Source: an optimization exercise on an open RTL-to-GDS flow (aim: small area and a short achievable clock period). Production flows keep margins and buffers that such runs may drop. Only simulation tests tie the RTL to the original design; equivalence was not proved.

--- design/flow/flow/run.sh ---
#!/bin/bash
set -euo pipefail
W=$(pwd)
R=$W/orfs/results/$FLOW_PLATFORM/question_6/base
LIB=$FLOW_HOME/platforms/$FLOW_PLATFORM/lib/sky130_fd_sc_hd__tt_025C_1v80.lib

bash standard.sh synth > $W/log_1_standard_synth.txt 2>&1
cp $R/1_2_yosys.v $W/standard_synth.v

WORK=$W LIB_FILE=$LIB yosys -c flow/synth_map.tcl > $W/log_2_own_synth_yosys.txt 2>&1

# the registers must be those of the standard synthesis: same names, same cells
regs() { grep -oE 'sky130_fd_sc_hd__df[a-z0-9_]+ +[^ ]+' "$1" | sed -E 's/_[0-9]+ / /' | sort; }
regs $W/standard_synth.v > $W/regs_standard.txt
regs $W/own_synth.v > $W/regs_own.txt
if ! cmp -s $W/regs_standard.txt $W/regs_own.txt; then
  echo "registers differ from the standard synthesis" >&2
  diff $W/regs_standard.txt $W/regs_own.txt >&2 || true
  exit 1
fi

cp $W/own_synth.v $R/1_2_yosys.v
rm -f $R/1_synth.odb $R/1_synth.sdc

export BUFFER_PORTS_ARGS="-buffer_cell sky130_fd_sc_hd__buf_2"
export CTS_ARGS="-sink_clustering_enable -repair_clock_nets -buf_list sky130_fd_sc_hd__clkbuf_2 -root_buf sky130_fd_sc_hd__clkbuf_4 -sink_clustering_buffer sky130_fd_sc_hd__clkbuf_2 -sink_clustering_size 16 -sink_clustering_max_diameter 50 -dont_use_dummy_load"
bash standard.sh finish > $W/log_3_standard_layout.txt 2>&1
--- design/flow/flow/q6_cells.v ---
// One-to-one mapping of the design's q6_* gate modules onto library cells.
module q6_inv (input a, output y);
    sky130_fd_sc_hd__inv_1 _TECHMAP_REPLACE_ (.A(a), .Y(y));
endmodule
module q6_nand2 (input a, input b, output y);
    sky130_fd_sc_hd__nand2_1 _TECHMAP_REPLACE_ (.A(a), .B(b), .Y(y));
endmodule
module q6_nor2 (input a, input b, output y);
    sky130_fd_sc_hd__nor2_1 _TECHMAP_REPLACE_ (.A(a), .B(b), .Y(y));
endmodule
module q6_xor2 (input a, input b, output y);
    sky130_fd_sc_hd__xor2_1 _TECHMAP_REPLACE_ (.A(a), .B(b), .X(y));
endmodule
module q6_xnor2 (input a, input b, output y);
    sky130_fd_sc_hd__xnor2_1 _TECHMAP_REPLACE_ (.A(a), .B(b), .Y(y));
endmodule
module q6_nor2b (input a, input bn, output y);
    sky130_fd_sc_hd__nor2b_1 _TECHMAP_REPLACE_ (.A(a), .B_N(bn), .Y(y));
endmodule
module q6_o21ai (input a1, input a2, input b1, output y);
    sky130_fd_sc_hd__o21ai_1 _TECHMAP_REPLACE_ (.A1(a1), .A2(a2), .B1(b1), .Y(y));
endmodule
module q6_a21oi (input a1, input a2, input b1, output y);
    sky130_fd_sc_hd__a21oi_1 _TECHMAP_REPLACE_ (.A1(a1), .A2(a2), .B1(b1), .Y(y));
endmodule
// the reset inverter that the flip-flop mapping adds
module \$_NOT_ (input A, output Y);
    sky130_fd_sc_hd__inv_1 _TECHMAP_REPLACE_ (.A(A), .Y(Y));
endmodule
--- design/flow/flow/synth_map.tcl ---
# Own synthesis: the design's q6_* gate modules are mapped one to one onto
# library cells (flow/q6_cells.v); the registers are mapped and named as the
# standard synthesis does (<register>[<bit>]$_DFF_PP0_ on the same cell).
yosys -import
set lib $::env(LIB_FILE)
set top $::env(FLOW_TOP)
read_liberty -lib $lib
read_verilog -defer -sv $::env(FLOW_DESIGN)
hierarchy -check -top $top
yosys proc
opt_clean
techmap -map $::env(WORK)/flow/q6_cells.v
techmap
opt -fast
yosys rename -wire $top/t:\$_DFF*
dfflibmap -liberty $lib
opt -fast
techmap -map $::env(WORK)/flow/q6_cells.v
opt_clean -purge
hierarchy -top $top
check -assert -mapped
tee -o $::env(WORK)/own_synth.stat stat -liberty $lib
write_verilog -noattr -nohex -nodec $::env(WORK)/own_synth.v
--- design/flow/standard.sh ---
#!/bin/bash
# synth_recipe.tcl (not shown) runs the flow's synth.tcl, then flattens the netlist and writes it again
# the make line also repeats each setting of config.mk as NAME=value (left out here)
make -C /OpenROAD-flow-scripts/flow DESIGN_CONFIG=/design/flow/config.mk WORK_HOME=/design/flow/orfs CLKGATE_MAP_FILE= SYNTH_SCRIPT=/design/flow/synth_recipe.tcl "${@:-finish}"
--- design/flow/config.mk ---
export PLATFORM = sky130hd
export DESIGN_NAME = question_6
export DESIGN_NICKNAME = question_6
export VERILOG_FILES = /design/flow/design.v
export SDC_FILE = /design/flow/constraint.sdc
export NUM_CORES = 4
export LEC_CHECK = 0
export CAP_MARGIN = 20
export CORE_MARGIN = 2
export CORE_UTILIZATION = 40
export SETUP_SLACK_MARGIN = 2.7
export SLEW_MARGIN = 20
export TNS_END_PERCENT = 100
--- design/flow/constraint.sdc ---
create_clock -name core_clock -period 5.0 [get_ports {clk}]
set_input_delay 1.0000 -clock core_clock [delete_from_list [all_inputs] [get_ports {clk}]]
set_output_delay 1.0000 -clock core_clock [all_outputs]
set_load 0.01 [all_outputs]
--- design/flow/design.v ---
module q6_inv (input a, output y);
    assign y = ~a;
endmodule
module q6_nand2 (input a, input b, output y);
    assign y = ~(a & b);
endmodule
module q6_nor2 (input a, input b, output y);
    assign y = ~(a | b);
endmodule
module q6_xor2 (input a, input b, output y);
    assign y = a ^ b;
endmodule
module q6_xnor2 (input a, input b, output y);
    assign y = ~(a ^ b);
endmodule
module q6_nor2b (input a, input bn, output y);
    assign y = ~(a | ~bn);
endmodule
module q6_o21ai (input a1, input a2, input b1, output y);
    assign y = ~((a1 | a2) & b1);
endmodule
module q6_a21oi (input a1, input a2, input b1, output y);
    assign y = ~((a1 & a2) | b1);
endmodule
module question_6(
    input clk,
    input rst,
    input signed [15:0] x,
    output reg signed [15:0] y
);
    reg signed [15:0] s1, s2, s3;
    wire [15:0] y_n, s1_n, s2_n;
    wire n1;
    q6_inv g1 (.a(x[0]), .y(n1));
    wire n2;
    q6_inv g2 (.a(x[1]), .y(n2));
    wire n3;
    q6_inv g3 (.a(x[2]), .y(n3));
    wire n4;
    q6_inv g4 (.a(x[3]), .y(n4));
    wire n5;
    q6_inv g5 (.a(x[4]), .y(n5));
    wire n6;
    q6_inv g6 (.a(x[5]), .y(n6));
    wire n7;
    q6_inv g7 (.a(x[6]), .y(n7));
    wire n8;
    q6_inv g8 (.a(x[7]), .y(n8));
    wire n9;
    q6_inv g9 (.a(x[8]), .y(n9));
    wire n10;
    q6_inv g10 (.a(x[9]), .y(n10));
    wire n11;
    q6_inv g11 (.a(x[10]), .y(n11));
    wire n12;
    q6_inv g12 (.a(x[11]), .y(n12));
    wire n13;
    q6_inv g13 (.a(x[12]), .y(n13));
    wire n14;
    q6_inv g14 (.a(x[13]), .y(n14));
    wire n15;
    q6_inv g15 (.a(x[14]), .y(n15));
    wire n16;
    q6_inv g16 (.a(x[15]), .y(n16));
    wire n17;
    q6_nand2 g17 (.a(x[0]), .b(s1[0]), .y(n17));
    wire n18;
    q6_nand2 g18 (.a(x[1]), .b(s1[1]), .y(n18));
    wire n19;
    q6_nand2 g19 (.a(x[2]), .b(s1[2]), .y(n19));
    wire n20;
    q6_nand2 g20 (.a(x[3]), .b(s1[3]), .y(n20));
    wire n21;
    q6_nand2 g21 (.a(x[4]), .b(s1[4]), .y(n21));
    wire n22;
    q6_nand2 g22 (.a(x[5]), .b(s1[5]), .y(n22));
    wire n23;
    q6_nand2 g23 (.a(x[6]), .b(s1[6]), .y(n23));
    wire n24;
    q6_nand2 g24 (.a(x[7]), .b(s1[7]), .y(n24));
    wire n25;
    q6_nand2 g25 (.a(x[8]), .b(s1[8]), .y(n25));
    wire n26;
    q6_nand2 g26 (.a(x[9]), .b(s1[9]), .y(n26));
    wire n27;
    q6_nand2 g27 (.a(x[10]), .b(s1[10]), .y(n27));
    wire n28;
    q6_nand2 g28 (.a(x[11]), .b(s1[11]), .y(n28));
    wire n29;
    q6_nand2 g29 (.a(x[12]), .b(s1[12]), .y(n29));
    wire n30;
    q6_nand2 g30 (.a(x[13]), .b(s1[13]), .y(n30));
    wire n31;
    q6_nand2 g31 (.a(x[14]), .b(s1[14]), .y(n31));
    wire n32;
    q6_nor2 g32 (.a(x[0]), .b(s1[0]), .y(n32));
    wire n33;
    q6_nor2 g33 (.a(x[1]), .b(s1[1]), .y(n33));
    wire n34;
    q6_nor2 g34 (.a(x[2]), .b(s1[2]), .y(n34));
    wire n35;
    q6_nor2 g35 (.a(x[3]), .b(s1[3]), .y(n35));
    wire n36;
    q6_nor2 g36 (.a(x[4]), .b(s1[4]), .y(n36));
    wire n37;
    q6_nor2 g37 (.a(x[5]), .b(s1[5]), .y(n37));
    wire n38;
    q6_nor2 g38 (.a(x[6]), .b(s1[6]), .y(n38));
    wire n39;
    q6_nor2 g39 (.a(x[7]), .b(s1[7]), .y(n39));
    wire n40;
    q6_nor2 g40 (.a(x[8]), .b(s1[8]), .y(n40));
    wire n41;
    q6_nor2 g41 (.a(x[9]), .b(s1[9]), .y(n41));
    wire n42;
    q6_nor2 g42 (.a(x[10]), .b(s1[10]), .y(n42));
    wire n43;
    q6_nor2 g43 (.a(x[11]), .b(s1[11]), .y(n43));
    wire n44;
    q6_nor2 g44 (.a(x[12]), .b(s1[12]), .y(n44));
    wire n45;
    q6_nor2 g45 (.a(x[13]), .b(s1[13]), .y(n45));
    wire n46;
    q6_nor2 g46 (.a(x[14]), .b(s1[14]), .y(n46));
    wire n47;
    q6_nor2b g47 (.a(n32), .bn(n17), .y(n47));
    wire n48;
    q6_nor2b g48 (.a(n33), .bn(n18), .y(n48));
    wire n49;
    q6_nor2b g49 (.a(n34), .bn(n19), .y(n49));
    wire n50;
    q6_nor2b g50 (.a(n35), .bn(n20), .y(n50));
    wire n51;
    q6_nor2b g51 (.a(n36), .bn(n21), .y(n51));
    wire n52;
    q6_nor2b g52 (.a(n37), .bn(n22), .y(n52));
    wire n53;
    q6_nor2b g53 (.a(n38), .bn(n23), .y(n53));
    wire n54;
    q6_nor2b g54 (.a(n39), .bn(n24), .y(n54));
    wire n55;
    q6_nor2b g55 (.a(n40), .bn(n25), .y(n55));
    wire n56;
    q6_nor2b g56 (.a(n41), .bn(n26), .y(n56));
    wire n57;
    q6_nor2b g57 (.a(n42), .bn(n27), .y(n57));
    wire n58;
    q6_nor2b g58 (.a(n43), .bn(n28), .y(n58));
    wire n59;
    q6_nor2b g59 (.a(n44), .bn(n29), .y(n59));
    wire n60;
    q6_nor2b g60 (.a(n45), .bn(n30), .y(n60));
    wire n61;
    q6_nor2b g61 (.a(n46), .bn(n31), .y(n61));
    wire n62;
    q6_xor2 g62 (.a(x[15]), .b(s1[15]), .y(n62));
    wire n63;
    q6_o21ai g63 (.a1(n33), .a2(n17), .b1(n18), .y(n63));
    wire n64;
    q6_o21ai g64 (.a1(n35), .a2(n19), .b1(n20), .y(n64));
    wire n65;
    q6_nor2 g65 (.a(n35), .b(n34), .y(n65));
    wire n66;
    q6_o21ai g66 (.a1(n37), .a2(n21), .b1(n22), .y(n66));
    wire n67;
    q6_nor2 g67 (.a(n37), .b(n36), .y(n67));
    wire n68;
    q6_o21ai g68 (.a1(n39), .a2(n23), .b1(n24), .y(n68));
    wire n69;
    q6_nor2 g69 (.a(n39), .b(n38), .y(n69));
    wire n70;
    q6_o21ai g70 (.a1(n41), .a2(n25), .b1(n26), .y(n70));
    wire n71;
    q6_nor2 g71 (.a(n41), .b(n40), .y(n71));
    wire n72;
    q6_o21ai g72 (.a1(n43), .a2(n27), .b1(n28), .y(n72));
    wire n73;
    q6_nor2 g73 (.a(n43), .b(n42), .y(n73));
    wire n74;
    q6_o21ai g74 (.a1(n45), .a2(n29), .b1(n30), .y(n74));
    wire n75;
    q6_nor2 g75 (.a(n45), .b(n44), .y(n75));
    wire n76;
    q6_inv g76 (.a(n63), .y(n76));
    wire n77;
    q6_o21ai g77 (.a1(n34), .a2(n76), .b1(n19), .y(n77));
    wire n78;
    q6_a21oi g78 (.a1(n65), .a2(n63), .b1(n64), .y(n78));
    wire n79;
    q6_inv g79 (.a(n23), .y(n79));
    wire n80;
    q6_inv g80 (.a(n38), .y(n80));
    wire n81;
    q6_a21oi g81 (.a1(n80), .a2(n66), .b1(n79), .y(n81));
    wire n82;
    q6_nand2 g82 (.a(n80), .b(n67), .y(n82));
    wire n83;
    q6_a21oi g83 (.a1(n69), .a2(n66), .b1(n68), .y(n83));
    wire n84;
    q6_nand2 g84 (.a(n69), .b(n67), .y(n84));
    wire n85;
    q6_inv g85 (.a(n27), .y(n85));
    wire n86;
    q6_inv g86 (.a(n42), .y(n86));
    wire n87;
    q6_a21oi g87 (.a1(n86), .a2(n70), .b1(n85), .y(n87));
    wire n88;
    q6_nand2 g88 (.a(n86), .b(n71), .y(n88));
    wire n89;
    q6_a21oi g89 (.a1(n73), .a2(n70), .b1(n72), .y(n89));
    wire n90;
    q6_nand2 g90 (.a(n73), .b(n71), .y(n90));
    wire n91;
    q6_inv g91 (.a(n31), .y(n91));
    wire n92;
    q6_inv g92 (.a(n46), .y(n92));
    wire n93;
    q6_a21oi g93 (.a1(n92), .a2(n74), .b1(n91), .y(n93));
    wire n94;
    q6_nand2 g94 (.a(n92), .b(n75), .y(n94));
    wire n95;
    q6_o21ai g95 (.a1(n36), .a2(n78), .b1(n21), .y(n95));
    wire n96;
    q6_inv g96 (.a(n66), .y(n96));
    wire n97;
    q6_inv g97 (.a(n67), .y(n97));
    wire n98;
    q6_o21ai g98 (.a1(n97), .a2(n78), .b1(n96), .y(n98));
    wire n99;
    q6_o21ai g99 (.a1(n82), .a2(n78), .b1(n81), .y(n99));
    wire n100;
    q6_o21ai g100 (.a1(n84), .a2(n78), .b1(n83), .y(n100));
    wire n101;
    q6_o21ai g101 (.a1(n44), .a2(n89), .b1(n29), .y(n101));
    wire n102;
    q6_nor2 g102 (.a(n44), .b(n90), .y(n102));
    wire n103;
    q6_inv g103 (.a(n74), .y(n103));
    wire n104;
    q6_inv g104 (.a(n75), .y(n104));
    wire n105;
    q6_o21ai g105 (.a1(n104), .a2(n89), .b1(n103), .y(n105));
    wire n106;
    q6_nor2 g106 (.a(n104), .b(n90), .y(n106));
    wire n107;
    q6_o21ai g107 (.a1(n94), .a2(n89), .b1(n93), .y(n107));
    wire n108;
    q6_nor2 g108 (.a(n94), .b(n90), .y(n108));
    wire n109;
    q6_inv g109 (.a(n25), .y(n109));
    wire n110;
    q6_inv g110 (.a(n40), .y(n110));
    wire n111;
    q6_a21oi g111 (.a1(n110), .a2(n100), .b1(n109), .y(n111));
    wire n112;
    q6_a21oi g112 (.a1(n71), .a2(n100), .b1(n70), .y(n112));
    wire n113;
    q6_inv g113 (.a(n87), .y(n113));
    wire n114;
    q6_inv g114 (.a(n88), .y(n114));
    wire n115;
    q6_a21oi g115 (.a1(n114), .a2(n100), .b1(n113), .y(n115));
    wire n116;
    q6_inv g116 (.a(n89), .y(n116));
    wire n117;
    q6_inv g117 (.a(n90), .y(n117));
    wire n118;
    q6_a21oi g118 (.a1(n117), .a2(n100), .b1(n116), .y(n118));
    wire n119;
    q6_a21oi g119 (.a1(n102), .a2(n100), .b1(n101), .y(n119));
    wire n120;
    q6_a21oi g120 (.a1(n106), .a2(n100), .b1(n105), .y(n120));
    wire n121;
    q6_a21oi g121 (.a1(n108), .a2(n100), .b1(n107), .y(n121));
    wire n122;
    q6_xnor2 g122 (.a(n48), .b(n17), .y(n122));
    wire n123;
    q6_xor2 g123 (.a(n49), .b(n63), .y(n123));
    wire n124;
    q6_xor2 g124 (.a(n50), .b(n77), .y(n124));
    wire n125;
    q6_xnor2 g125 (.a(n51), .b(n78), .y(n125));
    wire n126;
    q6_xor2 g126 (.a(n52), .b(n95), .y(n126));
    wire n127;
    q6_xor2 g127 (.a(n53), .b(n98), .y(n127));
    wire n128;
    q6_xor2 g128 (.a(n54), .b(n99), .y(n128));
    wire n129;
    q6_xor2 g129 (.a(n55), .b(n100), .y(n129));
    wire n130;
    q6_xnor2 g130 (.a(n56), .b(n111), .y(n130));
    wire n131;
    q6_xnor2 g131 (.a(n57), .b(n112), .y(n131));
    wire n132;
    q6_xnor2 g132 (.a(n58), .b(n115), .y(n132));
    wire n133;
    q6_xnor2 g133 (.a(n59), .b(n118), .y(n133));
    wire n134;
    q6_xnor2 g134 (.a(n60), .b(n119), .y(n134));
    wire n135;
    q6_xnor2 g135 (.a(n61), .b(n120), .y(n135));
    wire n136;
    q6_xnor2 g136 (.a(n62), .b(n121), .y(n136));
    wire n137;
    q6_xnor2 g137 (.a(s2[0]), .b(y[1]), .y(n137));
    wire n138;
    q6_xnor2 g138 (.a(n137), .b(x[0]), .y(n138));
    wire n139;
    q6_nand2 g139 (.a(s2[0]), .b(y[1]), .y(n139));
    wire n140;
    q6_nor2 g140 (.a(s2[0]), .b(y[1]), .y(n140));
    wire n141;
    q6_o21ai g141 (.a1(x[0]), .a2(n140), .b1(n139), .y(n141));
    wire n142;
    q6_xnor2 g142 (.a(s2[1]), .b(y[2]), .y(n142));
    wire n143;
    q6_xor2 g143 (.a(n142), .b(x[1]), .y(n143));
    wire n144;
    q6_nand2 g144 (.a(s2[1]), .b(y[2]), .y(n144));
    wire n145;
    q6_nor2 g145 (.a(s2[1]), .b(y[2]), .y(n145));
    wire n146;
    q6_o21ai g146 (.a1(x[1]), .a2(n145), .b1(n144), .y(n146));
    wire n147;
    q6_xnor2 g147 (.a(s2[2]), .b(y[3]), .y(n147));
    wire n148;
    q6_xor2 g148 (.a(n147), .b(x[2]), .y(n148));
    wire n149;
    q6_nand2 g149 (.a(s2[2]), .b(y[3]), .y(n149));
    wire n150;
    q6_nor2 g150 (.a(s2[2]), .b(y[3]), .y(n150));
    wire n151;
    q6_o21ai g151 (.a1(x[2]), .a2(n150), .b1(n149), .y(n151));
    wire n152;
    q6_xnor2 g152 (.a(s2[3]), .b(y[4]), .y(n152));
    wire n153;
    q6_xor2 g153 (.a(n152), .b(x[3]), .y(n153));
    wire n154;
    q6_nand2 g154 (.a(s2[3]), .b(y[4]), .y(n154));
    wire n155;
    q6_nor2 g155 (.a(s2[3]), .b(y[4]), .y(n155));
    wire n156;
    q6_o21ai g156 (.a1(x[3]), .a2(n155), .b1(n154), .y(n156));
    wire n157;
    q6_xnor2 g157 (.a(s2[4]), .b(y[5]), .y(n157));
    wire n158;
    q6_xor2 g158 (.a(n157), .b(x[4]), .y(n158));
    wire n159;
    q6_nand2 g159 (.a(s2[4]), .b(y[5]), .y(n159));
    wire n160;
    q6_nor2 g160 (.a(s2[4]), .b(y[5]), .y(n160));
    wire n161;
    q6_o21ai g161 (.a1(x[4]), .a2(n160), .b1(n159), .y(n161));
    wire n162;
    q6_xnor2 g162 (.a(s2[5]), .b(y[6]), .y(n162));
    wire n163;
    q6_xor2 g163 (.a(n162), .b(x[5]), .y(n163));
    wire n164;
    q6_nand2 g164 (.a(s2[5]), .b(y[6]), .y(n164));
    wire n165;
    q6_nor2 g165 (.a(s2[5]), .b(y[6]), .y(n165));
    wire n166;
    q6_o21ai g166 (.a1(x[5]), .a2(n165), .b1(n164), .y(n166));
    wire n167;
    q6_xnor2 g167 (.a(s2[6]), .b(y[7]), .y(n167));
    wire n168;
    q6_xor2 g168 (.a(n167), .b(x[6]), .y(n168));
    wire n169;
    q6_nand2 g169 (.a(s2[6]), .b(y[7]), .y(n169));
    wire n170;
    q6_nor2 g170 (.a(s2[6]), .b(y[7]), .y(n170));
    wire n171;
    q6_o21ai g171 (.a1(x[6]), .a2(n170), .b1(n169), .y(n171));
    wire n172;
    q6_xnor2 g172 (.a(s2[7]), .b(y[8]), .y(n172));
    wire n173;
    q6_xor2 g173 (.a(n172), .b(x[7]), .y(n173));
    wire n174;
    q6_nand2 g174 (.a(s2[7]), .b(y[8]), .y(n174));
    wire n175;
    q6_nor2 g175 (.a(s2[7]), .b(y[8]), .y(n175));
    wire n176;
    q6_o21ai g176 (.a1(x[7]), .a2(n175), .b1(n174), .y(n176));
    wire n177;
    q6_xnor2 g177 (.a(s2[8]), .b(y[9]), .y(n177));
    wire n178;
    q6_xor2 g178 (.a(n177), .b(x[8]), .y(n178));
    wire n179;
    q6_nand2 g179 (.a(s2[8]), .b(y[9]), .y(n179));
    wire n180;
    q6_nor2 g180 (.a(s2[8]), .b(y[9]), .y(n180));
    wire n181;
    q6_o21ai g181 (.a1(x[8]), .a2(n180), .b1(n179), .y(n181));
    wire n182;
    q6_xnor2 g182 (.a(s2[9]), .b(y[10]), .y(n182));
    wire n183;
    q6_xor2 g183 (.a(n182), .b(x[9]), .y(n183));
    wire n184;
    q6_nand2 g184 (.a(s2[9]), .b(y[10]), .y(n184));
    wire n185;
    q6_nor2 g185 (.a(s2[9]), .b(y[10]), .y(n185));
    wire n186;
    q6_o21ai g186 (.a1(x[9]), .a2(n185), .b1(n184), .y(n186));
    wire n187;
    q6_xnor2 g187 (.a(s2[10]), .b(y[11]), .y(n187));
    wire n188;
    q6_xor2 g188 (.a(n187), .b(x[10]), .y(n188));
    wire n189;
    q6_nand2 g189 (.a(s2[10]), .b(y[11]), .y(n189));
    wire n190;
    q6_nor2 g190 (.a(s2[10]), .b(y[11]), .y(n190));
    wire n191;
    q6_o21ai g191 (.a1(x[10]), .a2(n190), .b1(n189), .y(n191));
    wire n192;
    q6_xnor2 g192 (.a(s2[11]), .b(y[12]), .y(n192));
    wire n193;
    q6_xor2 g193 (.a(n192), .b(x[11]), .y(n193));
    wire n194;
    q6_nand2 g194 (.a(s2[11]), .b(y[12]), .y(n194));
    wire n195;
    q6_nor2 g195 (.a(s2[11]), .b(y[12]), .y(n195));
    wire n196;
    q6_o21ai g196 (.a1(x[11]), .a2(n195), .b1(n194), .y(n196));
    wire n197;
    q6_xnor2 g197 (.a(s2[12]), .b(y[13]), .y(n197));
    wire n198;
    q6_xor2 g198 (.a(n197), .b(x[12]), .y(n198));
    wire n199;
    q6_nand2 g199 (.a(s2[12]), .b(y[13]), .y(n199));
    wire n200;
    q6_nor2 g200 (.a(s2[12]), .b(y[13]), .y(n200));
    wire n201;
    q6_o21ai g201 (.a1(x[12]), .a2(n200), .b1(n199), .y(n201));
    wire n202;
    q6_xnor2 g202 (.a(s2[13]), .b(y[14]), .y(n202));
    wire n203;
    q6_xor2 g203 (.a(n202), .b(x[13]), .y(n203));
    wire n204;
    q6_nand2 g204 (.a(s2[13]), .b(y[14]), .y(n204));
    wire n205;
    q6_nor2 g205 (.a(s2[13]), .b(y[14]), .y(n205));
    wire n206;
    q6_o21ai g206 (.a1(x[13]), .a2(n205), .b1(n204), .y(n206));
    wire n207;
    q6_xnor2 g207 (.a(s2[14]), .b(y[15]), .y(n207));
    wire n208;
    q6_xor2 g208 (.a(n207), .b(x[14]), .y(n208));
    wire n209;
    q6_nand2 g209 (.a(s2[14]), .b(y[15]), .y(n209));
    wire n210;
    q6_nor2 g210 (.a(s2[14]), .b(y[15]), .y(n210));
    wire n211;
    q6_o21ai g211 (.a1(x[14]), .a2(n210), .b1(n209), .y(n211));
    wire n212;
    q6_xnor2 g212 (.a(s2[15]), .b(y[15]), .y(n212));
    wire n213;
    q6_xor2 g213 (.a(n212), .b(x[15]), .y(n213));
    wire n214;
    q6_nand2 g214 (.a(n143), .b(n141), .y(n214));
    wire n215;
    q6_nand2 g215 (.a(n148), .b(n146), .y(n215));
    wire n216;
    q6_nand2 g216 (.a(n153), .b(n151), .y(n216));
    wire n217;
    q6_nand2 g217 (.a(n158), .b(n156), .y(n217));
    wire n218;
    q6_nand2 g218 (.a(n163), .b(n161), .y(n218));
    wire n219;
    q6_nand2 g219 (.a(n168), .b(n166), .y(n219));
    wire n220;
    q6_nand2 g220 (.a(n173), .b(n171), .y(n220));
    wire n221;
    q6_nand2 g221 (.a(n178), .b(n176), .y(n221));
    wire n222;
    q6_nand2 g222 (.a(n183), .b(n181), .y(n222));
    wire n223;
    q6_nand2 g223 (.a(n188), .b(n186), .y(n223));
    wire n224;
    q6_nand2 g224 (.a(n193), .b(n191), .y(n224));
    wire n225;
    q6_nand2 g225 (.a(n198), .b(n196), .y(n225));
    wire n226;
    q6_nand2 g226 (.a(n203), .b(n201), .y(n226));
    wire n227;
    q6_nand2 g227 (.a(n208), .b(n206), .y(n227));
    wire n228;
    q6_nor2 g228 (.a(n143), .b(n141), .y(n228));
    wire n229;
    q6_nor2 g229 (.a(n148), .b(n146), .y(n229));
    wire n230;
    q6_nor2 g230 (.a(n153), .b(n151), .y(n230));
    wire n231;
    q6_nor2 g231 (.a(n158), .b(n156), .y(n231));
    wire n232;
    q6_nor2 g232 (.a(n163), .b(n161), .y(n232));
    wire n233;
    q6_nor2 g233 (.a(n168), .b(n166), .y(n233));
    wire n234;
    q6_nor2 g234 (.a(n173), .b(n171), .y(n234));
    wire n235;
    q6_nor2 g235 (.a(n178), .b(n176), .y(n235));
    wire n236;
    q6_nor2 g236 (.a(n183), .b(n181), .y(n236));
    wire n237;
    q6_nor2 g237 (.a(n188), .b(n186), .y(n237));
    wire n238;
    q6_nor2 g238 (.a(n193), .b(n191), .y(n238));
    wire n239;
    q6_nor2 g239 (.a(n198), .b(n196), .y(n239));
    wire n240;
    q6_nor2 g240 (.a(n203), .b(n201), .y(n240));
    wire n241;
    q6_nor2 g241 (.a(n208), .b(n206), .y(n241));
    wire n242;
    q6_nor2b g242 (.a(n228), .bn(n214), .y(n242));
    wire n243;
    q6_nor2b g243 (.a(n229), .bn(n215), .y(n243));
    wire n244;
    q6_nor2b g244 (.a(n230), .bn(n216), .y(n244));
    wire n245;
    q6_nor2b g245 (.a(n231), .bn(n217), .y(n245));
    wire n246;
    q6_nor2b g246 (.a(n232), .bn(n218), .y(n246));
    wire n247;
    q6_nor2b g247 (.a(n233), .bn(n219), .y(n247));
    wire n248;
    q6_nor2b g248 (.a(n234), .bn(n220), .y(n248));
    wire n249;
    q6_nor2b g249 (.a(n235), .bn(n221), .y(n249));
    wire n250;
    q6_nor2b g250 (.a(n236), .bn(n222), .y(n250));
    wire n251;
    q6_nor2b g251 (.a(n237), .bn(n223), .y(n251));
    wire n252;
    q6_nor2b g252 (.a(n238), .bn(n224), .y(n252));
    wire n253;
    q6_nor2b g253 (.a(n239), .bn(n225), .y(n253));
    wire n254;
    q6_nor2b g254 (.a(n240), .bn(n226), .y(n254));
    wire n255;
    q6_nor2b g255 (.a(n241), .bn(n227), .y(n255));
    wire n256;
    q6_xor2 g256 (.a(n213), .b(n211), .y(n256));
    wire n257;
    q6_o21ai g257 (.a1(n228), .a2(n138), .b1(n214), .y(n257));
    wire n258;
    q6_o21ai g258 (.a1(n230), .a2(n215), .b1(n216), .y(n258));
    wire n259;
    q6_nor2 g259 (.a(n230), .b(n229), .y(n259));
    wire n260;
    q6_o21ai g260 (.a1(n232), .a2(n217), .b1(n218), .y(n260));
    wire n261;
    q6_nor2 g261 (.a(n232), .b(n231), .y(n261));
    wire n262;
    q6_o21ai g262 (.a1(n234), .a2(n219), .b1(n220), .y(n262));
    wire n263;
    q6_nor2 g263 (.a(n234), .b(n233), .y(n263));
    wire n264;
    q6_o21ai g264 (.a1(n236), .a2(n221), .b1(n222), .y(n264));
    wire n265;
    q6_nor2 g265 (.a(n236), .b(n235), .y(n265));
    wire n266;
    q6_o21ai g266 (.a1(n238), .a2(n223), .b1(n224), .y(n266));
    wire n267;
    q6_nor2 g267 (.a(n238), .b(n237), .y(n267));
    wire n268;
    q6_o21ai g268 (.a1(n240), .a2(n225), .b1(n226), .y(n268));
    wire n269;
    q6_nor2 g269 (.a(n240), .b(n239), .y(n269));
    wire n270;
    q6_inv g270 (.a(n257), .y(n270));
    wire n271;
    q6_o21ai g271 (.a1(n229), .a2(n270), .b1(n215), .y(n271));
    wire n272;
    q6_a21oi g272 (.a1(n259), .a2(n257), .b1(n258), .y(n272));
    wire n273;
    q6_inv g273 (.a(n219), .y(n273));
    wire n274;
    q6_inv g274 (.a(n233), .y(n274));
    wire n275;
    q6_a21oi g275 (.a1(n274), .a2(n260), .b1(n273), .y(n275));
    wire n276;
    q6_nand2 g276 (.a(n274), .b(n261), .y(n276));
    wire n277;
    q6_a21oi g277 (.a1(n263), .a2(n260), .b1(n262), .y(n277));
    wire n278;
    q6_nand2 g278 (.a(n263), .b(n261), .y(n278));
    wire n279;
    q6_inv g279 (.a(n223), .y(n279));
    wire n280;
    q6_inv g280 (.a(n237), .y(n280));
    wire n281;
    q6_a21oi g281 (.a1(n280), .a2(n264), .b1(n279), .y(n281));
    wire n282;
    q6_nand2 g282 (.a(n280), .b(n265), .y(n282));
    wire n283;
    q6_a21oi g283 (.a1(n267), .a2(n264), .b1(n266), .y(n283));
    wire n284;
    q6_nand2 g284 (.a(n267), .b(n265), .y(n284));
    wire n285;
    q6_inv g285 (.a(n227), .y(n285));
    wire n286;
    q6_inv g286 (.a(n241), .y(n286));
    wire n287;
    q6_a21oi g287 (.a1(n286), .a2(n268), .b1(n285), .y(n287));
    wire n288;
    q6_nand2 g288 (.a(n286), .b(n269), .y(n288));
    wire n289;
    q6_o21ai g289 (.a1(n231), .a2(n272), .b1(n217), .y(n289));
    wire n290;
    q6_inv g290 (.a(n260), .y(n290));
    wire n291;
    q6_inv g291 (.a(n261), .y(n291));
    wire n292;
    q6_o21ai g292 (.a1(n291), .a2(n272), .b1(n290), .y(n292));
    wire n293;
    q6_o21ai g293 (.a1(n276), .a2(n272), .b1(n275), .y(n293));
    wire n294;
    q6_o21ai g294 (.a1(n278), .a2(n272), .b1(n277), .y(n294));
    wire n295;
    q6_o21ai g295 (.a1(n239), .a2(n283), .b1(n225), .y(n295));
    wire n296;
    q6_nor2 g296 (.a(n239), .b(n284), .y(n296));
    wire n297;
    q6_inv g297 (.a(n268), .y(n297));
    wire n298;
    q6_inv g298 (.a(n269), .y(n298));
    wire n299;
    q6_o21ai g299 (.a1(n298), .a2(n283), .b1(n297), .y(n299));
    wire n300;
    q6_nor2 g300 (.a(n298), .b(n284), .y(n300));
    wire n301;
    q6_o21ai g301 (.a1(n288), .a2(n283), .b1(n287), .y(n301));
    wire n302;
    q6_nor2 g302 (.a(n288), .b(n284), .y(n302));
    wire n303;
    q6_inv g303 (.a(n221), .y(n303));
    wire n304;
    q6_inv g304 (.a(n235), .y(n304));
    wire n305;
    q6_a21oi g305 (.a1(n304), .a2(n294), .b1(n303), .y(n305));
    wire n306;
    q6_a21oi g306 (.a1(n265), .a2(n294), .b1(n264), .y(n306));
    wire n307;
    q6_inv g307 (.a(n281), .y(n307));
    wire n308;
    q6_inv g308 (.a(n282), .y(n308));
    wire n309;
    q6_a21oi g309 (.a1(n308), .a2(n294), .b1(n307), .y(n309));
    wire n310;
    q6_inv g310 (.a(n283), .y(n310));
    wire n311;
    q6_inv g311 (.a(n284), .y(n311));
    wire n312;
    q6_a21oi g312 (.a1(n311), .a2(n294), .b1(n310), .y(n312));
    wire n313;
    q6_a21oi g313 (.a1(n296), .a2(n294), .b1(n295), .y(n313));
    wire n314;
    q6_a21oi g314 (.a1(n300), .a2(n294), .b1(n299), .y(n314));
    wire n315;
    q6_a21oi g315 (.a1(n302), .a2(n294), .b1(n301), .y(n315));
    wire n316;
    q6_xnor2 g316 (.a(n242), .b(n138), .y(n316));
    wire n317;
    q6_xor2 g317 (.a(n243), .b(n257), .y(n317));
    wire n318;
    q6_xor2 g318 (.a(n244), .b(n271), .y(n318));
    wire n319;
    q6_xnor2 g319 (.a(n245), .b(n272), .y(n319));
    wire n320;
    q6_xor2 g320 (.a(n246), .b(n289), .y(n320));
    wire n321;
    q6_xor2 g321 (.a(n247), .b(n292), .y(n321));
    wire n322;
    q6_xor2 g322 (.a(n248), .b(n293), .y(n322));
    wire n323;
    q6_xor2 g323 (.a(n249), .b(n294), .y(n323));
    wire n324;
    q6_xnor2 g324 (.a(n250), .b(n305), .y(n324));
    wire n325;
    q6_xnor2 g325 (.a(n251), .b(n306), .y(n325));
    wire n326;
    q6_xnor2 g326 (.a(n252), .b(n309), .y(n326));
    wire n327;
    q6_xnor2 g327 (.a(n253), .b(n312), .y(n327));
    wire n328;
    q6_xnor2 g328 (.a(n254), .b(n313), .y(n328));
    wire n329;
    q6_xnor2 g329 (.a(n255), .b(n314), .y(n329));
    wire n330;
    q6_xnor2 g330 (.a(n256), .b(n315), .y(n330));
    wire n331;
    q6_xnor2 g331 (.a(s3[0]), .b(y[2]), .y(n331));
    wire n332;
    q6_xnor2 g332 (.a(n331), .b(x[0]), .y(n332));
    wire n333;
    q6_nand2 g333 (.a(s3[0]), .b(y[2]), .y(n333));
    wire n334;
    q6_nor2 g334 (.a(s3[0]), .b(y[2]), .y(n334));
    wire n335;
    q6_o21ai g335 (.a1(n1), .a2(n334), .b1(n333), .y(n335));
    wire n336;
    q6_xnor2 g336 (.a(s3[1]), .b(y[3]), .y(n336));
    wire n337;
    q6_xnor2 g337 (.a(n336), .b(x[1]), .y(n337));
    wire n338;
    q6_nand2 g338 (.a(s3[1]), .b(y[3]), .y(n338));
    wire n339;
    q6_nor2 g339 (.a(s3[1]), .b(y[3]), .y(n339));
    wire n340;
    q6_o21ai g340 (.a1(n2), .a2(n339), .b1(n338), .y(n340));
    wire n341;
    q6_xnor2 g341 (.a(s3[2]), .b(y[4]), .y(n341));
    wire n342;
    q6_xnor2 g342 (.a(n341), .b(x[2]), .y(n342));
    wire n343;
    q6_nand2 g343 (.a(s3[2]), .b(y[4]), .y(n343));
    wire n344;
    q6_nor2 g344 (.a(s3[2]), .b(y[4]), .y(n344));
    wire n345;
    q6_o21ai g345 (.a1(n3), .a2(n344), .b1(n343), .y(n345));
    wire n346;
    q6_xnor2 g346 (.a(s3[3]), .b(y[5]), .y(n346));
    wire n347;
    q6_xnor2 g347 (.a(n346), .b(x[3]), .y(n347));
    wire n348;
    q6_nand2 g348 (.a(s3[3]), .b(y[5]), .y(n348));
    wire n349;
    q6_nor2 g349 (.a(s3[3]), .b(y[5]), .y(n349));
    wire n350;
    q6_o21ai g350 (.a1(n4), .a2(n349), .b1(n348), .y(n350));
    wire n351;
    q6_xnor2 g351 (.a(s3[4]), .b(y[6]), .y(n351));
    wire n352;
    q6_xnor2 g352 (.a(n351), .b(x[4]), .y(n352));
    wire n353;
    q6_nand2 g353 (.a(s3[4]), .b(y[6]), .y(n353));
    wire n354;
    q6_nor2 g354 (.a(s3[4]), .b(y[6]), .y(n354));
    wire n355;
    q6_o21ai g355 (.a1(n5), .a2(n354), .b1(n353), .y(n355));
    wire n356;
    q6_xnor2 g356 (.a(s3[5]), .b(y[7]), .y(n356));
    wire n357;
    q6_xnor2 g357 (.a(n356), .b(x[5]), .y(n357));
    wire n358;
    q6_nand2 g358 (.a(s3[5]), .b(y[7]), .y(n358));
    wire n359;
    q6_nor2 g359 (.a(s3[5]), .b(y[7]), .y(n359));
    wire n360;
    q6_o21ai g360 (.a1(n6), .a2(n359), .b1(n358), .y(n360));
    wire n361;
    q6_xnor2 g361 (.a(s3[6]), .b(y[8]), .y(n361));
    wire n362;
    q6_xnor2 g362 (.a(n361), .b(x[6]), .y(n362));
    wire n363;
    q6_nand2 g363 (.a(s3[6]), .b(y[8]), .y(n363));
    wire n364;
    q6_nor2 g364 (.a(s3[6]), .b(y[8]), .y(n364));
    wire n365;
    q6_o21ai g365 (.a1(n7), .a2(n364), .b1(n363), .y(n365));
    wire n366;
    q6_xnor2 g366 (.a(s3[7]), .b(y[9]), .y(n366));
    wire n367;
    q6_xnor2 g367 (.a(n366), .b(x[7]), .y(n367));
    wire n368;
    q6_nand2 g368 (.a(s3[7]), .b(y[9]), .y(n368));
    wire n369;
    q6_nor2 g369 (.a(s3[7]), .b(y[9]), .y(n369));
    wire n370;
    q6_o21ai g370 (.a1(n8), .a2(n369), .b1(n368), .y(n370));
    wire n371;
    q6_xnor2 g371 (.a(s3[8]), .b(y[10]), .y(n371));
    wire n372;
    q6_xnor2 g372 (.a(n371), .b(x[8]), .y(n372));
    wire n373;
    q6_nand2 g373 (.a(s3[8]), .b(y[10]), .y(n373));
    wire n374;
    q6_nor2 g374 (.a(s3[8]), .b(y[10]), .y(n374));
    wire n375;
    q6_o21ai g375 (.a1(n9), .a2(n374), .b1(n373), .y(n375));
    wire n376;
    q6_xnor2 g376 (.a(s3[9]), .b(y[11]), .y(n376));
    wire n377;
    q6_xnor2 g377 (.a(n376), .b(x[9]), .y(n377));
    wire n378;
    q6_nand2 g378 (.a(s3[9]), .b(y[11]), .y(n378));
    wire n379;
    q6_nor2 g379 (.a(s3[9]), .b(y[11]), .y(n379));
    wire n380;
    q6_o21ai g380 (.a1(n10), .a2(n379), .b1(n378), .y(n380));
    wire n381;
    q6_xnor2 g381 (.a(s3[10]), .b(y[12]), .y(n381));
    wire n382;
    q6_xnor2 g382 (.a(n381), .b(x[10]), .y(n382));
    wire n383;
    q6_nand2 g383 (.a(s3[10]), .b(y[12]), .y(n383));
    wire n384;
    q6_nor2 g384 (.a(s3[10]), .b(y[12]), .y(n384));
    wire n385;
    q6_o21ai g385 (.a1(n11), .a2(n384), .b1(n383), .y(n385));
    wire n386;
    q6_xnor2 g386 (.a(s3[11]), .b(y[13]), .y(n386));
    wire n387;
    q6_xnor2 g387 (.a(n386), .b(x[11]), .y(n387));
    wire n388;
    q6_nand2 g388 (.a(s3[11]), .b(y[13]), .y(n388));
    wire n389;
    q6_nor2 g389 (.a(s3[11]), .b(y[13]), .y(n389));
    wire n390;
    q6_o21ai g390 (.a1(n12), .a2(n389), .b1(n388), .y(n390));
    wire n391;
    q6_xnor2 g391 (.a(s3[12]), .b(y[14]), .y(n391));
    wire n392;
    q6_xnor2 g392 (.a(n391), .b(x[12]), .y(n392));
    wire n393;
    q6_nand2 g393 (.a(s3[12]), .b(y[14]), .y(n393));
    wire n394;
    q6_nor2 g394 (.a(s3[12]), .b(y[14]), .y(n394));
    wire n395;
    q6_o21ai g395 (.a1(n13), .a2(n394), .b1(n393), .y(n395));
    wire n396;
    q6_xnor2 g396 (.a(s3[13]), .b(y[15]), .y(n396));
    wire n397;
    q6_xnor2 g397 (.a(n396), .b(x[13]), .y(n397));
    wire n398;
    q6_nand2 g398 (.a(s3[13]), .b(y[15]), .y(n398));
    wire n399;
    q6_nor2 g399 (.a(s3[13]), .b(y[15]), .y(n399));
    wire n400;
    q6_o21ai g400 (.a1(n14), .a2(n399), .b1(n398), .y(n400));
    wire n401;
    q6_xnor2 g401 (.a(s3[14]), .b(y[15]), .y(n401));
    wire n402;
    q6_xnor2 g402 (.a(n401), .b(x[14]), .y(n402));
    wire n403;
    q6_nand2 g403 (.a(s3[14]), .b(y[15]), .y(n403));
    wire n404;
    q6_nor2 g404 (.a(s3[14]), .b(y[15]), .y(n404));
    wire n405;
    q6_o21ai g405 (.a1(n15), .a2(n404), .b1(n403), .y(n405));
    wire n406;
    q6_xnor2 g406 (.a(s3[15]), .b(y[15]), .y(n406));
    wire n407;
    q6_xnor2 g407 (.a(n406), .b(x[15]), .y(n407));
    wire n408;
    q6_nand2 g408 (.a(n337), .b(n335), .y(n408));
    wire n409;
    q6_nand2 g409 (.a(n342), .b(n340), .y(n409));
    wire n410;
    q6_nand2 g410 (.a(n347), .b(n345), .y(n410));
    wire n411;
    q6_nand2 g411 (.a(n352), .b(n350), .y(n411));
    wire n412;
    q6_nand2 g412 (.a(n357), .b(n355), .y(n412));
    wire n413;
    q6_nand2 g413 (.a(n362), .b(n360), .y(n413));
    wire n414;
    q6_nand2 g414 (.a(n367), .b(n365), .y(n414));
    wire n415;
    q6_nand2 g415 (.a(n372), .b(n370), .y(n415));
    wire n416;
    q6_nand2 g416 (.a(n377), .b(n375), .y(n416));
    wire n417;
    q6_nand2 g417 (.a(n382), .b(n380), .y(n417));
    wire n418;
    q6_nand2 g418 (.a(n387), .b(n385), .y(n418));
    wire n419;
    q6_nand2 g419 (.a(n392), .b(n390), .y(n419));
    wire n420;
    q6_nand2 g420 (.a(n397), .b(n395), .y(n420));
    wire n421;
    q6_nand2 g421 (.a(n402), .b(n400), .y(n421));
    wire n422;
    q6_nor2 g422 (.a(n337), .b(n335), .y(n422));
    wire n423;
    q6_nor2 g423 (.a(n342), .b(n340), .y(n423));
    wire n424;
    q6_nor2 g424 (.a(n347), .b(n345), .y(n424));
    wire n425;
    q6_nor2 g425 (.a(n352), .b(n350), .y(n425));
    wire n426;
    q6_nor2 g426 (.a(n357), .b(n355), .y(n426));
    wire n427;
    q6_nor2 g427 (.a(n362), .b(n360), .y(n427));
    wire n428;
    q6_nor2 g428 (.a(n367), .b(n365), .y(n428));
    wire n429;
    q6_nor2 g429 (.a(n372), .b(n370), .y(n429));
    wire n430;
    q6_nor2 g430 (.a(n377), .b(n375), .y(n430));
    wire n431;
    q6_nor2 g431 (.a(n382), .b(n380), .y(n431));
    wire n432;
    q6_nor2 g432 (.a(n387), .b(n385), .y(n432));
    wire n433;
    q6_nor2 g433 (.a(n392), .b(n390), .y(n433));
    wire n434;
    q6_nor2 g434 (.a(n397), .b(n395), .y(n434));
    wire n435;
    q6_nor2 g435 (.a(n402), .b(n400), .y(n435));
    wire n436;
    q6_nor2b g436 (.a(n422), .bn(n408), .y(n436));
    wire n437;
    q6_nor2b g437 (.a(n423), .bn(n409), .y(n437));
    wire n438;
    q6_nor2b g438 (.a(n424), .bn(n410), .y(n438));
    wire n439;
    q6_nor2b g439 (.a(n425), .bn(n411), .y(n439));
    wire n440;
    q6_nor2b g440 (.a(n426), .bn(n412), .y(n440));
    wire n441;
    q6_nor2b g441 (.a(n427), .bn(n413), .y(n441));
    wire n442;
    q6_nor2b g442 (.a(n428), .bn(n414), .y(n442));
    wire n443;
    q6_nor2b g443 (.a(n429), .bn(n415), .y(n443));
    wire n444;
    q6_nor2b g444 (.a(n430), .bn(n416), .y(n444));
    wire n445;
    q6_nor2b g445 (.a(n431), .bn(n417), .y(n445));
    wire n446;
    q6_nor2b g446 (.a(n432), .bn(n418), .y(n446));
    wire n447;
    q6_nor2b g447 (.a(n433), .bn(n419), .y(n447));
    wire n448;
    q6_nor2b g448 (.a(n434), .bn(n420), .y(n448));
    wire n449;
    q6_nor2b g449 (.a(n435), .bn(n421), .y(n449));
    wire n450;
    q6_xor2 g450 (.a(n407), .b(n405), .y(n450));
    wire n451;
    q6_o21ai g451 (.a1(n423), .a2(n408), .b1(n409), .y(n451));
    wire n452;
    q6_o21ai g452 (.a1(n425), .a2(n410), .b1(n411), .y(n452));
    wire n453;
    q6_nor2 g453 (.a(n425), .b(n424), .y(n453));
    wire n454;
    q6_o21ai g454 (.a1(n427), .a2(n412), .b1(n413), .y(n454));
    wire n455;
    q6_nor2 g455 (.a(n427), .b(n426), .y(n455));
    wire n456;
    q6_o21ai g456 (.a1(n429), .a2(n414), .b1(n415), .y(n456));
    wire n457;
    q6_nor2 g457 (.a(n429), .b(n428), .y(n457));
    wire n458;
    q6_o21ai g458 (.a1(n431), .a2(n416), .b1(n417), .y(n458));
    wire n459;
    q6_nor2 g459 (.a(n431), .b(n430), .y(n459));
    wire n460;
    q6_o21ai g460 (.a1(n433), .a2(n418), .b1(n419), .y(n460));
    wire n461;
    q6_nor2 g461 (.a(n433), .b(n432), .y(n461));
    wire n462;
    q6_o21ai g462 (.a1(n435), .a2(n420), .b1(n421), .y(n462));
    wire n463;
    q6_nor2 g463 (.a(n435), .b(n434), .y(n463));
    wire n464;
    q6_inv g464 (.a(n451), .y(n464));
    wire n465;
    q6_o21ai g465 (.a1(n424), .a2(n464), .b1(n410), .y(n465));
    wire n466;
    q6_a21oi g466 (.a1(n453), .a2(n451), .b1(n452), .y(n466));
    wire n467;
    q6_inv g467 (.a(n414), .y(n467));
    wire n468;
    q6_inv g468 (.a(n428), .y(n468));
    wire n469;
    q6_a21oi g469 (.a1(n468), .a2(n454), .b1(n467), .y(n469));
    wire n470;
    q6_nand2 g470 (.a(n468), .b(n455), .y(n470));
    wire n471;
    q6_a21oi g471 (.a1(n457), .a2(n454), .b1(n456), .y(n471));
    wire n472;
    q6_nand2 g472 (.a(n457), .b(n455), .y(n472));
    wire n473;
    q6_inv g473 (.a(n418), .y(n473));
    wire n474;
    q6_inv g474 (.a(n432), .y(n474));
    wire n475;
    q6_a21oi g475 (.a1(n474), .a2(n458), .b1(n473), .y(n475));
    wire n476;
    q6_nand2 g476 (.a(n474), .b(n459), .y(n476));
    wire n477;
    q6_a21oi g477 (.a1(n461), .a2(n458), .b1(n460), .y(n477));
    wire n478;
    q6_nand2 g478 (.a(n461), .b(n459), .y(n478));
    wire n479;
    q6_o21ai g479 (.a1(n426), .a2(n466), .b1(n412), .y(n479));
    wire n480;
    q6_inv g480 (.a(n454), .y(n480));
    wire n481;
    q6_inv g481 (.a(n455), .y(n481));
    wire n482;
    q6_o21ai g482 (.a1(n481), .a2(n466), .b1(n480), .y(n482));
    wire n483;
    q6_o21ai g483 (.a1(n470), .a2(n466), .b1(n469), .y(n483));
    wire n484;
    q6_o21ai g484 (.a1(n472), .a2(n466), .b1(n471), .y(n484));
    wire n485;
    q6_o21ai g485 (.a1(n434), .a2(n477), .b1(n420), .y(n485));
    wire n486;
    q6_nor2 g486 (.a(n434), .b(n478), .y(n486));
    wire n487;
    q6_inv g487 (.a(n462), .y(n487));
    wire n488;
    q6_inv g488 (.a(n463), .y(n488));
    wire n489;
    q6_o21ai g489 (.a1(n488), .a2(n477), .b1(n487), .y(n489));
    wire n490;
    q6_nor2 g490 (.a(n488), .b(n478), .y(n490));
    wire n491;
    q6_inv g491 (.a(n416), .y(n491));
    wire n492;
    q6_inv g492 (.a(n430), .y(n492));
    wire n493;
    q6_a21oi g493 (.a1(n492), .a2(n484), .b1(n491), .y(n493));
    wire n494;
    q6_a21oi g494 (.a1(n459), .a2(n484), .b1(n458), .y(n494));
    wire n495;
    q6_inv g495 (.a(n475), .y(n495));
    wire n496;
    q6_inv g496 (.a(n476), .y(n496));
    wire n497;
    q6_a21oi g497 (.a1(n496), .a2(n484), .b1(n495), .y(n497));
    wire n498;
    q6_inv g498 (.a(n477), .y(n498));
    wire n499;
    q6_inv g499 (.a(n478), .y(n499));
    wire n500;
    q6_a21oi g500 (.a1(n499), .a2(n484), .b1(n498), .y(n500));
    wire n501;
    q6_a21oi g501 (.a1(n486), .a2(n484), .b1(n485), .y(n501));
    wire n502;
    q6_a21oi g502 (.a1(n490), .a2(n484), .b1(n489), .y(n502));
    wire n503;
    q6_xnor2 g503 (.a(n437), .b(n408), .y(n503));
    wire n504;
    q6_xor2 g504 (.a(n438), .b(n451), .y(n504));
    wire n505;
    q6_xor2 g505 (.a(n439), .b(n465), .y(n505));
    wire n506;
    q6_xnor2 g506 (.a(n440), .b(n466), .y(n506));
    wire n507;
    q6_xor2 g507 (.a(n441), .b(n479), .y(n507));
    wire n508;
    q6_xor2 g508 (.a(n442), .b(n482), .y(n508));
    wire n509;
    q6_xor2 g509 (.a(n443), .b(n483), .y(n509));
    wire n510;
    q6_xor2 g510 (.a(n444), .b(n484), .y(n510));
    wire n511;
    q6_xnor2 g511 (.a(n445), .b(n493), .y(n511));
    wire n512;
    q6_xnor2 g512 (.a(n446), .b(n494), .y(n512));
    wire n513;
    q6_xnor2 g513 (.a(n447), .b(n497), .y(n513));
    wire n514;
    q6_xnor2 g514 (.a(n448), .b(n500), .y(n514));
    wire n515;
    q6_xnor2 g515 (.a(n449), .b(n501), .y(n515));
    wire n516;
    q6_xnor2 g516 (.a(n450), .b(n502), .y(n516));
    assign y_n[0] = n47;
    assign s1_n[0] = n138;
    assign s2_n[0] = n332;
    assign y_n[1] = n122;
    assign s1_n[1] = n316;
    assign s2_n[1] = n436;
    assign y_n[2] = n123;
    assign s1_n[2] = n317;
    assign s2_n[2] = n503;
    assign y_n[3] = n124;
    assign s1_n[3] = n318;
    assign s2_n[3] = n504;
    assign y_n[4] = n125;
    assign s1_n[4] = n319;
    assign s2_n[4] = n505;
    assign y_n[5] = n126;
    assign s1_n[5] = n320;
    assign s2_n[5] = n506;
    assign y_n[6] = n127;
    assign s1_n[6] = n321;
    assign s2_n[6] = n507;
    assign y_n[7] = n128;
    assign s1_n[7] = n322;
    assign s2_n[7] = n508;
    assign y_n[8] = n129;
    assign s1_n[8] = n323;
    assign s2_n[8] = n509;
    assign y_n[9] = n130;
    assign s1_n[9] = n324;
    assign s2_n[9] = n510;
    assign y_n[10] = n131;
    assign s1_n[10] = n325;
    assign s2_n[10] = n511;
    assign y_n[11] = n132;
    assign s1_n[11] = n326;
    assign s2_n[11] = n512;
    assign y_n[12] = n133;
    assign s1_n[12] = n327;
    assign s2_n[12] = n513;
    assign y_n[13] = n134;
    assign s1_n[13] = n328;
    assign s2_n[13] = n514;
    assign y_n[14] = n135;
    assign s1_n[14] = n329;
    assign s2_n[14] = n515;
    assign y_n[15] = n136;
    assign s1_n[15] = n330;
    assign s2_n[15] = n516;
    always @(posedge clk or posedge rst) begin
        if (rst) begin
            s1 <= 16'sd0;
            s2 <= 16'sd0;
            s3 <= 16'sd0;
            y  <= 16'sd0;
        end else begin
            y  <= y_n;
            s1 <= s1_n;
            s2 <= s2_n;
            s3 <= y;
        end
    end
endmodule
==> metrics.csv, run 1 <==
stage,metric,value,unit
run_status,status,timing/DRC/antenna clean,
layout,post-layout util,45.0,%
yosys,Post-Syn Area,4340,um^2
routing,vias per cell,4.68,
grt,total congestion overflow,0,
yosys,synthesized instance count,580,
clock_tree,cts bufs inserted,9,
clock_tree,CTS tree,built,
grt,initial antenna violation count,0,
timing,Final Hold Viols,0,
layout,Inserted Diodes,0,
floorplanning,core area,10700,um^2
clock_tree,Longest Clk Path Bufs,2,
timing,minimum clock period,2170,ps
placed_design,Buffers on Ports,33,
floorplanning,DIE HEIGHT,108,um
grt,first-pass GRT wire length,15000,um
yosys,syn avg cell area,7.48,um^2
critical_path,"Buf+Inv Stages, Crit Path",1,
routing,Routed WL per cell,11.6,um
timing,PnR worst setup slack,2830,ps
timing,setup TNS,0,ps
floorplanning,Initial Util,40.6,%
yosys,Yosys warnings,1,
flow_run,MaxCap Viol Count,0,
routing,post-route ant nets,0,
critical_path,worst-path fanout max,8,
floorplanning,# rows,38,
critical_path,CP cell instances,buf_2 -> xor2_1 -> nor2_1 -> o21ai_2 -> a21oi_2 -> o21ai_4 -> a21oi_1 -> xnor2_1,
layout,fin nets,644,
critical_path,Critical Path RT,5320,ps
grt,largest net degree at the start of global routing,49,
timing,count of pins over their slew limit,0,
floorplanning,die footprint,11700,um^2
critical_path,crit end category,register,
critical_path,max incr delay on CP,350,ps
critical_path,Critical Path AT,2490,ps
timing,FMAX,460,MHz
clock_tree,CTS Hold Buffers Added,0,
layout,P&R area growth vs syn,10.8,%
grt,Global Route Usage Sum,16.4,%
min_path,worst hold path type,reg2reg,
clock_tree,Root Driver,clkbuf_4,
timing,Slew HR,58.5,%
routing,drt total wl,8850,um
critical_path,CP top delay family,compound AO/OA/AOI/OAI gates,
clock_tree,total number of H-tree levels,3,
placed_design,pre-CTS WS,2140,ps
layout,fraction of layout cells with a size suffix above 1,8.49,%
layout,Fill cells,1097,
placed_design,Post-DP HPWL,6720,um
critical_path,crit path launch type,primary input,
grt,vias in the first global route,3431,
timing,RSZ-0062 raised after global routing,false,
layout,most common library cell in the layout ignoring fill and taps,nor2_1,
routing,Post-route DRC,0,
floorplanning,die width,108,um
timing,fin crit share,43.5,%
routing,first-pass iteration count of the detailed router,4,
critical_path,CP max-delay cell,a21oi_2,
timing,Clock Skew,36.1,ps
clock_tree,Clock Latency Late Sink,420,ps
yosys,net count after synthesis,598,
routing,Initial DRC Count,116,
critical_path,CP Class,in2reg,
timing,Worst Tran Pin Value,623,ps
timing,setup violators final,0,
placed_design,RD Place Congestion,0.801,
layout,"commonest cells after routing, fill and taps aside","nor2_1, nand2_1, xnor2_1",
routing,Vias,3578,
clock_tree,"CTS clk-pin slew, worst paths",120,ps
floorplanning,IO Pins,34,
clock_tree,CTS Sinks,64,
## cell type report
cell class,instances,area [um^2],share of cell area [%]
timing repair buffer,35,180,3.75
tap,140,175,3.64
multi-input combinational,451,2540,52.7
sequential,64,1600,33.3
inverter,65,248,5.15
clock buffer,9,67.6,1.40
## through the flow
stage	hold WS, ps	cells	area [um^2]
finish	387	764	4810
CTS	394	763	4790
global placement	365	754	4700
detailed placement	362	754	4700
floorplan	416	580	4350
global route	400	764	4810
## path summary, 6_finish.rpt
check	start	end	slack (ps)	depth (start not counted)
max	x[1]	s1[14]	2830	8
min	y[0]	s3[0]	390	0
max reg2reg	y[2]	s1[14]	2900	8
min reg2reg	y[0]	s3[0]	390	0
max in group asynchronous	rst	y[1]	3480	3
min in group asynchronous	rst	y[5]	550	2
## registers in the layout, indices dropped and copies added, names as in the netlist
| signal | count |
|---|---|
| s1 | 16 |
| y | 16 |
| s3 | 16 |
| s2 | 16 |
## what timing repair did
action / CTS / global route
setup endpoints to repair: 20 / 14
gates resized for setup: 6 / 2
pin swaps: 1 / 2
buffers inserted: 0 / 1
## metal layers
layer  global-route usage [%]  vias to the layer above  share of wire, %
met5                        0                        -                 0
li1                         -                     1890                 -
met3                     3.98                        4               3.2
met2                     27.9                       38                47
met4                     5.04                        0              0.69
met1                     20.5                     1646                49
==> inputs of run 2 (changes only) <==
--- a/design/flow/flow/run.sh
+++ b/design/flow/flow/run.sh
@@ -24,4 +24,4 @@
 
 export BUFFER_PORTS_ARGS="-buffer_cell sky130_fd_sc_hd__buf_2"
-export CTS_ARGS="-sink_clustering_enable -repair_clock_nets -buf_list sky130_fd_sc_hd__clkbuf_2 -root_buf sky130_fd_sc_hd__clkbuf_4 -sink_clustering_buffer sky130_fd_sc_hd__clkbuf_2 -sink_clustering_size 16 -sink_clustering_max_diameter 50 -dont_use_dummy_load"
+export CTS_ARGS="-sink_clustering_enable -repair_clock_nets -buf_list sky130_fd_sc_hd__clkbuf_2 -root_buf sky130_fd_sc_hd__clkbuf_4 -sink_clustering_buffer sky130_fd_sc_hd__clkbuf_2 -sink_clustering_size 16 -dont_use_dummy_load"
 bash standard.sh finish > $W/log_3_standard_layout.txt 2>&1
--- a/design/flow/config.mk
+++ b/design/flow/config.mk
@@ -9,5 +9,5 @@
 export CORE_MARGIN = 2
 export CORE_UTILIZATION = 40
-export SETUP_SLACK_MARGIN = 2.7
+export SETUP_SLACK_MARGIN = 2.6
 export SLEW_MARGIN = 20
 export TNS_END_PERCENT = 100
==> run 2 against run 1 <==
  * Via count decreased by 0.42%
  * Clock skew fell by 11 ps
  * Final area shrank 0.44%
  * Non-clock buffer count shrank 1
  * Worst setup slack lost 95 ps
  * Largest cell class unchanged
  * Sequential share of layout area increased by 0.12 points
  * Sequential cell count did not move
  * Die area did not move
  * Worst hold slack worse by 5.6 ps
  * Synthesized area is the same
  * Routed wire length is 0.21% lower
==> metrics.csv, run 2 <==
stage,metric,value,unit
run_status,status,timing/DRC/antenna clean,
placed_design,pre-CTS WS,1990,ps
routing,vias per cell,4.66,
timing,minimum clock period,2270,ps
timing,count of pins over their slew limit,0,
floorplanning,Initial Util,40.6,%
yosys,syn avg cell area,7.48,um^2
grt,largest net degree at the start of global routing,65,
clock_tree,Root Driver,clkbuf_4,
clock_tree,CTS Sinks,64,
yosys,synthesized instance count,580,
floorplanning,core area,10700,um^2
grt,Global Route Usage Sum,16.9,%
clock_tree,cts bufs inserted,9,
clock_tree,Clock Latency Late Sink,410,ps
layout,"commonest cells after routing, fill and taps aside","nor2_1, nand2_1, xnor2_1",
critical_path,worst-path fanout max,13,
floorplanning,die footprint,11700,um^2
floorplanning,# rows,38,
critical_path,max incr delay on CP,640,ps
min_path,worst hold path type,reg2reg,
grt,first-pass GRT wire length,15500,um
floorplanning,IO Pins,34,
timing,FMAX,441,MHz
grt,met3 Use GR,3.56,%
routing,drt total wl,8840,um
clock_tree,CTS tree,built,
grt,gr busiest metal,met2,
timing,setup TNS,0,ps
timing,Worst Tran Pin Value,821,ps
timing,setup violators final,0,
timing,Final Hold Viols,0,
clock_tree,total number of H-tree levels,3,
grt,total congestion overflow,0,
clock_tree,Longest Clk Path Bufs,2,
grt,met2 GRT Util,28.8,%
critical_path,CP Class,reg2out,
routing,Routed WL per cell,11.6,um
timing,RSZ-0062 raised after global routing,false,
placed_design,Buffers on Ports,33,
routing,Post-route DRC,0,
placed_design,Post-DP HPWL,6720,um
routing,Initial DRC Count,131,
floorplanning,DIE HEIGHT,108,um
timing,Clock Skew,25.5,ps
yosys,net count after synthesis,598,
routing,first-pass iteration count of the detailed router,4,
grt,vias in the first global route,3472,
critical_path,CP max-delay cell,dfrtp_1,
routing,post-route ant nets,0,
clock_tree,"CTS clk-pin slew, worst paths",100,ps
layout,fin nets,643,
placed_design,RD Place Congestion,0.791,
layout,most common library cell in the layout ignoring fill and taps,nor2_1,
critical_path,crit end category,output port,
timing,Slew HR,45.3,%
layout,fraction of layout cells with a size suffix above 1,7.87,%
yosys,Post-Syn Area,4340,um^2
routing,Vias,3563,
floorplanning,die width,108,um
placed_design,Placed Area,4690,um^2
yosys,Yosys warnings,1,
timing,PnR worst setup slack,2730,ps
timing,fin crit share,45.4,%
critical_path,"Buf+Inv Stages, Crit Path",1,
flow_run,MaxCap Viol Count,0,
layout,P&R area growth vs syn,10.3,%
critical_path,Critical Path AT,1270,ps
critical_path,CP cell instances,buf_2,
critical_path,crit path launch type,register,
layout,Fill cells,1072,
layout,final instance area,4790,um^2
critical_path,CP top delay family,flip-flops,
critical_path,Critical Path RT,4000,ps
grt,initial antenna violation count,0,
grt,GR Util met1,21.1,%
run 2: path summary, 6_finish.rpt:
check	from	endpoint	slack, ps	cells after the start
setup / recovery	y[15]	y[15]	2730	1
hold / removal	y[0]	s3[0]	380	0
setup reg to reg	y[2]	s1[15]	2790	8
hold reg to reg	y[0]	s3[0]	380	0
max in group asynchronous	rst	s2[15]	3610	3
min in group asynchronous	rst	y[3]	850	3
run 2: per-stage QoR:
step	hold slack [ps]	utilization [%]	std cells
after floorplan	416	-	580
after detailed placement	356	43.9	754
after global routing	417	44.7	763
final	381	44.8	764
after CTS	381	44.6	763
after global placement	355	43.9	754
run 2: cell type report:
class,count,area [um^2],area share [%]
antenna,1,2.50,0.0523
clock buffer,9,67.6,1.41
inverter,65,248,5.17
multi-input combinational,451,2520,52.7
sequential,64,1600,33.4
tap,140,175,3.66
timing repair buffer,34,173,3.61
run 2: what timing repair did:
item / CTS / global route
resized for setup: 3 / 3
buffers inserted: 0 / 0
hold buffers: 0 / 0
setup endpoints to repair: 20 / 13
run 2: per-layer routing:
layer | wire length [um] | part of all wire (%)
met1 | 4230 | 48
met4 | 119 | 1.3
met2 | 4190 | 47
met5 | 0 | 0
met3 | 290 | 3.3

afterwards: timing with drivers on the ports:
How much do the figures lean on ideal ports? The routed layouts below were timed once more, with nothing changed but the port constraints. Step 1, drivers: a clkbuf_16 drives clk and a buf_2 each remaining input, both assumed. Step 2 times the ports against the registers' clock, not the clock port: input delays grow and output delays shrink by t, the midpoint of the rising clock arrivals with the driver on. Three values: no drivers, after step 1, after step 2; two values: the first two.
run	shift t [ns]	setup slack, ns	clock arrival spread, ns	worst register clock-pin slew, ns
run 1	0.435	2.827 / 2.799 / 2.406	0.036 / 0.037	0.12 / 0.12
run 2	0.429	2.731 / 2.702 / 2.319	0.025 / 0.026	0.10 / 0.10
After both steps setup and hold are still met in every run listed. The setup slack of run 1, which loses most, moves by -0.028 ns with the drivers and by -0.421 ns with both steps.
